This is an optimization exercise on Yosys and OpenROAD, whose aim is small area and a short achievable clock period, not a production implementation. Where RTL was checked, it was by simulation tests only, not by an equivalence proof against the original. No activity file was given, so power comes from the tool's default toggle rates.

==> branch violet: inputs <==
Design processor, start of the top module:
module processor(
  input clk,
  input rst,
  input [31:0] instruction,
  output [31:0] instruction_addr);
==> flow/config.mk <==
export PLATFORM = sky130hd
export DESIGN_NAME = processor
export DESIGN_NICKNAME = processor
export VERILOG_FILES = /design/flow/design.v
export SDC_FILE = /design/flow/constraint.sdc
export NUM_CORES = 4
export LEC_CHECK = 0
export CAP_MARGIN = 20
export CORE_MARGIN = 2
export CORE_UTILIZATION = 40
export PLACE_DENSITY = 0.6
export SETUP_SLACK_MARGIN = 5
export SLEW_MARGIN = 20
==> flow/constraint.sdc <==
create_clock -name core_clock -period 12.5 [get_ports {clk}]
set_input_delay 2.5000 -clock core_clock [delete_from_list [all_inputs] [get_ports {clk}]]
set_output_delay 2.5000 -clock core_clock [all_outputs]
set_load 0.01 [all_outputs]
run.sh (not shown) runs the stock make flow with config.mk's settings and CLKGATE_MAP_FILE= SYNTH_SCRIPT=/design/flow/synth_recipe.tcl, a recipe that flattens the netlist after the stock synthesis.
==> branch amber: changes against branch violet <==
SETUP_SLACK_MARGIN = unset   (was 5)
==> out/qor.txt <==
commonest cells after routing, fill and taps aside -> buf_4 (1034), edfxtp_1 (1024), a22oi_1 (649)
worst-case hold path end point -> pc[1]
status -> timing/DRC/antenna clean
Fillers -> 15142
setup bufs post-CTS -> 0
antenna cells -> 40
R2R Setup Slk -> 2.86 ns
layout cells sized above 1 -> 0.2212
combinational power share -> 0.616
Max Clk Rate -> 82.19 MHz
DRT met1 WL -> 141200 microns
Worst Skew -> 0.05851 ns
GR Layer Usage met2 -> 0.6901
Leak -> 0.03207 uW
# the run above: branch amber

==> out/qor.txt <==
top-count cell post-synth -> edfxtp_1
end point of the critical path -> R[29].r[29]
initial antenna violation count -> 26
R2R Setup Slk -> 4.10 ns
commonest cells after routing, fill and taps aside -> edfxtp_1 (1024), buf_4 (973), a22oi_1 (606)
Non-Clock Inverter Count -> 347
Leak -> 0.03557 uW
DRT met1 WL -> 142700 microns
GR Layer Usage met2 -> 0.7051
setup bufs post-CTS -> 408
layout cells sized above 1 -> 0.3331
largest family of logic cells by synthesized area -> compound AO/OA/AOI/OAI gates
Max Clk Rate -> 96.68 MHz
status -> timing/DRC/antenna clean
Worst Skew -> 0.07559 ns
combinational power share -> 0.652
synth unique cells -> 97
Seq/total area -> 0.3332
# the run above: branch violet


* * *

==> run G: inputs <==
Another version of the RTL of processor (not shown whole).
clock: 12.5 ns
lec_check: 0
cap_margin: 20
core_margin: 2
core_utilization: 60
place_density: 0.72
setup_slack_margin: 3.5
slew_margin: 20
synth_hierarchical: 1
synth_minimum_keep_size: 0
tns_end_percent: 5
==> run R: changes against run G <==
--- a/flow/config.mk
+++ b/flow/config.mk
@@ -8,7 +8,7 @@
 export CAP_MARGIN = 20
 export CORE_MARGIN = 2
-export CORE_UTILIZATION = 60
-export PLACE_DENSITY = 0.72
-export SETUP_SLACK_MARGIN = 3.5
+export CORE_UTILIZATION = 55
+export PLACE_DENSITY = 0.68
+export SETUP_SLACK_MARGIN = 2.5
 export SLEW_MARGIN = 20
 export SYNTH_HIERARCHICAL = 1
==> run X: changes against run G <==
--- a/flow/config.mk
+++ b/flow/config.mk
@@ -10,5 +10,5 @@
 export CORE_UTILIZATION = 60
 export PLACE_DENSITY = 0.72
-export SETUP_SLACK_MARGIN = 3.5
+export SETUP_SLACK_MARGIN = 2.5
 export SLEW_MARGIN = 20
 export SYNTH_HIERARCHICAL = 1
==> run notes <==
|  | run G | run R | run X |
|---|---|---|---|
| Status | finished clean | finished clean | finished clean |
| Fraction of standard cell area that is sequential | 0.414 | 0.427 | 0.429 |
| Global-route met1 utilization | 0.502 | 0.452 | 0.479 |
| Post-CTS repair timing setup buffer count | 160 | 78 | 75 |
| Final core utilization | 0.719 | 0.635 | 0.694 |
| Multi-input gate count | 2710 | 2708 | 2708 |
| Final net count | 4937 | 4824 | 4803 |
| Seq pwr share | 0.410 | 0.427 | 0.426 |
| Switching part of the total | 0.323 | 0.316 | 0.318 |
| Peak supply drop | 0.000136 V | 0.000139 V | 0.000137 V |
| NonClk Buf Share | 0.0788 | 0.0623 | 0.0588 |
| Layout cell share with drive strength beyond 1 | 0.351 | 0.300 | 0.297 |
| Non-clock buffer instance count of the final layout | 550 | 438 | 419 |
| Max Clk Rate | 0.101 GHz | 0.0997 GHz | 0.101 GHz |
| Crit path launch | instruction[10] | instruction[10] | instruction[12] |
| Synth-to-Final Area Change | 18.7% | 15.1% | 14.6% |
| Number of antenna repair diodes | 2 | 0 | 1 |
| Number of global-route vias before repair | 45600 | 43600 | 44800 |
| Initial Util | 0.606 | 0.552 | 0.606 |
| Comb group | 0.00345 W | 0.00296 W | 0.00292 W |
| Clock network power consumption | 0.00307 W | 0.00312 W | 0.00320 W |
| Combinational power share | 0.312 | 0.279 | 0.274 |

* * *

==> job 7664 <==
processor, a different RTL version from the one above (not shown whole).
==> module booth_enc, before the edit <==
module booth_enc(
  input  [31:0] b,
  input         s_mul,
  input         s_shl,
  input         s_as,
  output [15:0] bone,
  output [15:0] btwo,
  output [15:0] bneg);
  wire [32:0] bx = {b, 1'b0};
  wire [31:0] dec = (32'd1 << b[4:0]) & {32{s_shl & ~(|b[31:5])}};
  genvar g;
  generate
    for (g = 0; g < 16; g = g + 1) begin : BE
      assign bone[g] = (s_mul & (bx[2*g+1] ^ bx[2*g])) | dec[2*g] | ((g == 0) & s_as);
      assign btwo[g] = (s_mul & ((bx[2*g+2] & ~bx[2*g+1] & ~bx[2*g]) | (~bx[2*g+2] & bx[2*g+1] & bx[2*g]))) | dec[2*g+1];
      assign bneg[g] = s_mul & bx[2*g+2];
    end
  endgenerate
endmodule
==> module processor, before the edit <==
module processor(
  input clk,
  input rst,
  input [31:0] instruction,
  output [31:0] instruction_addr);
  wire [4:0] op   = instruction[31:27];
  wire       br   = instruction[26];
  wire       w    = instruction[25];
  wire       i    = instruction[24];
  wire [4:0] dst  = instruction[23:19];
  wire [4:0] src1 = instruction[18:14];
  wire [4:0] src2 = instruction[13:9];
  wire [4:0] imm  = instruction[8:4];
  reg [31:0] pc;
  assign instruction_addr = pc;
  wire [31:0] t;
  reg [31:0] rf [0:31];
  always @(posedge clk)
    if (w) rf[dst] <= t;
  wire [31:0] a = rf[src1];
  wire [31:0] b = rf[src2];
  genvar g;
  wire op_add = (op == 5'd0);
  wire op_sub = (op == 5'd1);
  wire op_mul = (op == 5'd2);
  wire op_shl = (op == 5'd3);
  wire op_and = (op == 5'd4);
  wire op_or  = (op == 5'd5);
  wire s_mul = i & op_mul;
  wire s_as  = i & (op_add | op_sub);
  wire s_add = i & op_add;
  wire s_sub = i & op_sub;
  wire [31:0] X;
  xrow XR(.a(a), .b(b), .imm(imm), .s_add(s_add), .s_sub(s_sub),
          .s_and(i & op_and), .s_or(i & op_or), .s_imm(~i), .X(X));
  wire [15:0] bone, btwo, bneg;
  booth_enc BE(.b(b), .s_mul(s_mul), .s_shl(i & op_shl), .s_as(s_as), .bone(bone), .btwo(btwo), .bneg(bneg));
  wire [31:0] ms, mc;
  csa_tree T(.a(a), .bone(bone), .btwo(btwo), .bneg(bneg), .X(X),
             .s_sub(s_sub), .ms(ms), .mc(mc));
  add32 AT(.x(ms), .y(mc), .cin(1'b0), .s(t));
  wire [31:0] pct;
  next_pc NP(.pc(pc), .ms(ms), .mc(mc), .pcn(pct));
  wire [31:0] pc1 = pc + 32'd1;
  always @(posedge clk) begin
    if (rst)
      pc <= 32'd0;
    else if (br)
      pc <= pct;
    else
      pc <= pc1;
  end
endmodule
Settings: LEC_CHECK=0, CAP_MARGIN=20, CORE_MARGIN=2, CORE_UTILIZATION=60, PLACE_DENSITY=0.72, SETUP_SLACK_MARGIN=2.5, SLEW_MARGIN=20, SYNTH_HIERARCHICAL=1, SYNTH_MINIMUM_KEEP_SIZE=0; clock period 12.5 ns.
==> job 9677 (differences from job 7664) <==
--- a/flow/design.v
+++ b/flow/design.v
@@ -1,3 +1,5 @@
 module booth_enc(
+  input  [31:0] a,
+  output [31:0] am,
   input  [31:0] b,
   input         s_mul,
@@ -8,5 +10,6 @@
   output [15:0] bneg);
   wire [32:0] bx = {b, 1'b0};
-  wire [31:0] dec = (32'd1 << b[4:0]) & {32{s_shl & ~(|b[31:5])}};
+  wire [31:0] dec = (32'd1 << b[4:0]) & {32{s_shl}};
+  assign am = a & {32{~(s_shl & (|b[31:5]))}};
   genvar g;
   generate
@@ -911,7 +914,8 @@
           .s_and(i & op_and), .s_or(i & op_or), .s_imm(~i), .X(X));
   wire [15:0] bone, btwo, bneg;
-  booth_enc BE(.b(b), .s_mul(s_mul), .s_shl(i & op_shl), .s_as(s_as), .bone(bone), .btwo(btwo), .bneg(bneg));
+  wire [31:0] am;
+  booth_enc BE(.a(a), .am(am), .b(b), .s_mul(s_mul), .s_shl(i & op_shl), .s_as(s_as), .bone(bone), .btwo(btwo), .bneg(bneg));
   wire [31:0] ms, mc;
-  csa_tree T(.a(a), .bone(bone), .btwo(btwo), .bneg(bneg), .X(X),
+  csa_tree T(.a(am), .bone(bone), .btwo(btwo), .bneg(bneg), .X(X),
              .s_sub(s_sub), .ms(ms), .mc(mc));
   add32 AT(.x(ms), .y(mc), .cin(1'b0), .s(t));
- SETUP_SLACK_MARGIN: 2.5 -> 4
- TNS_END_PERCENT: not set -> 5
==> comparison table <==
Fraction of the mapped netlist area in compound gates: job 9677 0.09572; job 7664 0.09639
Die Height: job 9677 331.8 um; job 7664 331.5 um
Met3 Resource Use GR: job 9677 0.1220; job 7664 0.1195
Routed WL per cell: job 9677 36.63 um; job 7664 37.37 um
Status: job 9677 complete, no violations; job 7664 complete, no violations
Routed metal-1 wire length: job 9677 70,610 um; job 7664 72,640 um
Tot GR Track Use: job 9677 0.4014; job 7664 0.3957
Non-clk invs: job 9677 196; job 7664 189
Seq area share: job 9677 0.4156; job 7664 0.4027
Critical path depth: job 9677 36; job 7664 35
Starting DRT DRC Count: job 9677 7,022; job 7664 7,331
Reg2reg start: job 9677 rf[28][14]$_DFFE_PP_; job 7664 rf[6][6]$_DFFE_PP_
Power of the clock network: job 9677 3.18 mW; job 7664 3.17 mW
Starting utilization of the core area: job 9677 0.6038; job 7664 0.6026
Sum of routed wire length over all layers: job 9677 221,600 um; job 7664 226,100 um
Critical path peak fanout: job 9677 25; job 7664 16
Fraction of the mapped netlist area in adder cells: job 9677 0.1009; job 7664 0.1011
Seq pwr: job 9677 4.53 mW; job 7664 4.51 mW
Fraction of final layout cells sized beyond drive strength 1: job 9677 0.3322; job 7664 0.3759
Portion of the post-synthesis area used by sequential elements: job 9677 0.4870; job 7664 0.4879
Number of inserted filler cells in the final layout: job 9677 6,684; job 7664 6,328
Placement-stage worst setup slack: job 9677 0.1348 ns; job 7664 0.2472 ns
Wire length of the first global-routing pass: job 9677 316,100 um; job 7664 312,400 um
Post-CTS sizing: job 9677 192; job 7664 296
Total power per unit cell area: job 9677 148.2 nW/um2; job 7664 149.4 nW/um2
No functional check of the RTL was part of job 7664.

separate check: timing with driven ports:
No port has a modelled driver above. Below, the same layouts with a new extraction and two added sets of constraints. Step 1 (the two cells are an assumption about what drives the block):
set clk [get_ports {clk}]
set_driving_cell -lib_cell sky130_fd_sc_hd__clkbuf_16 $clk
set_driving_cell -lib_cell sky130_fd_sc_hd__buf_2 [delete_from_list [all_inputs] $clk]
Step 2 also shifts input and output timing later by t, the mid clock arrival at the registers, as if the neighbouring blocks saw the same clock. Three values: no drivers, after step 1, after step 2; two values: the first two.
| run | t, ns | setup slack, ns | slew at the worst register clock pin (ns) |
|---|---|---|---|
| branch violet | 0.878 | 2.156 / 2.046 / 1.168 | 0.08 / 0.08 |
| branch amber | 0.881 | 0.333 / 0.389 / -0.492 | 0.07 / 0.07 |
| run G | 0.784 | 2.639 / 2.344 / 1.559 | 0.08 / 0.08 |
| run R | 0.764 | 2.475 / 2.350 / 1.587 | 0.07 / 0.07 |
| run X | 0.757 | 2.556 / 2.278 / 1.521 | 0.07 / 0.07 |
| job 7664 | 0.776 | 1.875 / 1.693 / 0.917 | 0.07 / 0.07 |
| job 9677 | 0.767 | 2.050 / 1.918 / 1.151 | 0.07 / 0.07 |
Met with ideal ports but missed after step 2: setup timing in branch amber. The setup slack of run G, which loses most, moves by -0.295 ns with the drivers and by -1.080 ns with both steps.
